This is an optimization exercise on Yosys and OpenROAD, whose aim is a short achievable clock period and few clock cycles, not a production implementation.
In this exercise RTL edits were held to simulation tests only and were not proved equivalent to the original.
No activity file was given, so power comes from the tool's default toggle rates.

red:
==> flow/design.v (excerpt) <==
module lc3_datapath
  (clk,
   rst,
   mem_en,
   mem_we,
   mem_addr,
   mem_wdata,
   mem_ready,
   mem_rdata
   );
  input         clk;
  input         rst;
  output        mem_en;
  output        mem_we;
  output [15:0] mem_addr;
  output [15:0] mem_wdata;
  input         mem_ready;
  input  [15:0] mem_rdata;
  localparam CL = 5;                  
  localparam CN = 1 << CL;
  localparam TW = 16 - CL;            
  localparam [2:0] K_FETCH = 3'd0,
                   K_LOAD  = 3'd1,
                   K_LDI   = 3'd2,
                   K_STI   = 3'd3,
                   K_STORE = 3'd4,
                   K_TRAP  = 3'd5,
                   K_ADDR  = 3'd6,    
                   K_PF    = 3'd7;    
  reg [15:0] r0, r1, r2, r3, r4, r5, r6, r7;
  reg        n, z, p;
  reg [15:0] pc;      
  reg [15:0] pc1;     
  reg [15:0] ir;
  reg [2:0]  kind;
  reg        en;      
  reg        we;
  reg [15:0] mar;
  reg [15:0] mdr;
  reg [15:0] pf;      
  reg        pfv;
  reg        ex;      
  reg        lk;      
  reg [1:0]  aop;     
  reg [15:0] opa, opb;
  reg [15:0]   c_data  [0:CN-1];
  reg [TW-1:0] c_tag   [0:CN-1];
  reg [CN-1:0] c_valid;
  reg          fq;
  reg [15:0]   fqa, fqd;
  assign mem_en    = en;
  assign mem_we    = we;
  assign mem_addr  = mar;
  assign mem_wdata = mdr;
  function [15:0] ksadd;
    input [15:0] a, b;
    reg   [15:0] g, q, x;
    integer k, j;
    begin
      x = a ^ b;
      g = a & b;
      q = x;
      for (k = 0; k < 4; k = k + 1)
        for (j = 15; j >= (1 << k); j = j - 1)
          begin
            g[j] = g[j] | (q[j] & g[j - (1 << k)]);
            q[j] = q[j] & q[j - (1 << k)];
          end
      ksadd = x ^ {g[14:0], 1'b0};
    end
  endfunction
  wire       fw   = (kind == K_LOAD);
  wire       pdep = (pf[15:12] == 4'b0000);
  function [15:0] inc16;
    input [15:0] x;
    reg   [15:0] c;
    integer k;
    begin
      c[0] = 1'b1;
      for (k = 1; k < 16; k = k + 1)
        c[k] = c[k - 1] & x[k - 1];
      inc16 = x ^ c;
    end
  endfunction
  wire [2:0] xdr = ir[11:9];          
  ...
Size in the first run: ~4600 cells after synthesis, roughly 0.059 mm2 of cells after synthesis.
make LEC_CHECK=0 CAP_MARGIN=20 CORE_MARGIN=2 CORE_UTILIZATION=40 PLACE_DENSITY=0.6 SETUP_SLACK_MARGIN=4.7 SLEW_MARGIN=20 finish   # period 7.5 ns
run.sh (not shown) runs the stock make flow with config.mk's settings and CLKGATE_MAP_FILE= SYNTH_SCRIPT=/design/flow/synth_recipe.tcl, a recipe that flattens the netlist after the stock synthesis.
Testbench counts of red, summed over its fixed seeds: cycles 113,250.
Input-level comparison between blue and red:
diff --git a/flow/design.v b/flow/design.v
--- a/flow/design.v
+++ b/flow/design.v
@@ -13,13 +13,13 @@
   output        mem_en;
   output        mem_we;
   output [15:0] mem_addr;
   output [15:0] mem_wdata;
   input         mem_ready;
   input  [15:0] mem_rdata;
-  localparam CL = 5;                  
+  localparam CL = 6;                  
   localparam CN = 1 << CL;
   localparam TW = 16 - CL;            
   localparam [2:0] K_FETCH = 3'd0,
                    K_LOAD  = 3'd1,
                    K_LDI   = 3'd2,
                    K_STI   = 3'd3,
@@ -215,15 +215,15 @@
   always @(posedge clk or negedge rst)
     begin
       if (rst == 1'b0)
         begin
           pc   <= 16'h0200;
           ir   <= 16'h0;
-          mar  <= 16'h0200;
+          mar  <= 16'h0;
           mdr  <= 16'h0;
-          en   <= 1'b1;
+          en   <= 1'b0;
           we   <= 1'b0;
           kind <= K_FETCH;
           pf   <= 16'h0;
           pfv  <= 1'b0;
           ex   <= 1'b0;
           lk   <= 1'b0;
@@ -303,13 +303,19 @@
                 if (mem_ready)
                   begin
                     kind <= K_FETCH;
                     we   <= 1'b0;
                     en   <= 1'b0;
                   end
-              default: ;
+              default:  
+                if (~pfv & ~en)
+                  begin
+                    en  <= 1'b1;
+                    we  <= 1'b0;
+                    mar <= pc;
+                  end
             endcase
         end
     end
 endmodule
 module lc3_step
   #(parameter PF = 0)
Results
Diff red -> blue: met2 wire length increased by about 44% relative to the old numbers; final cycle utilization of the critical path increased by 4.9 points relative to the old numbers; non-filler instance count after layout increased by 2799 relative to the old numbers.
Sink count of the clock tree ended up 70% higher on blue than on red.
NOTE: combined buffer and inverter count along the critical path in blue exceeds that of red
First-pass GRT wire length is lower on red
NOTE: portion of total power attributed to the clock network in blue exceeds that of red
For the global-route usage over all layers, blue came in 1.5 points lower than red did.
blue: share of total power in combinational logic 3.2 points below red
Relative to red, the final cell area reported for blue is higher.
Testbench counts of blue, summed over its fixed seeds: cycles 109,771.

separate check: timing with driven ports:
How much do the figures lean on ideal ports? The routed layouts below were timed once more, with nothing changed but the port constraints. Step 1 sets driving cells, clkbuf_16 on the clock port and buf_2 on the other inputs (assumed; they add their load-dependent delay and slew). Step 2 times the ports against the registers' clock, not the clock port: input delays grow and output delays shrink by t, the midpoint of the rising clock arrivals with the driver on. Three values: no drivers, after step 1, after step 2; two values: the first two.
run	t, ns	setup slack, ns	worst register clock-pin slew, ns	pins driven straight from the clock port
red	0.841	4.370 / 4.244 / 3.403	0.07 / 0.07	1
blue	0.948	4.001 / 4.001 / 3.397	0.07 / 0.07	1
After both steps setup and hold are still met in every run listed. The setup slack of red, which loses most, moves by -0.126 ns with the drivers and by -0.967 ns with both steps.
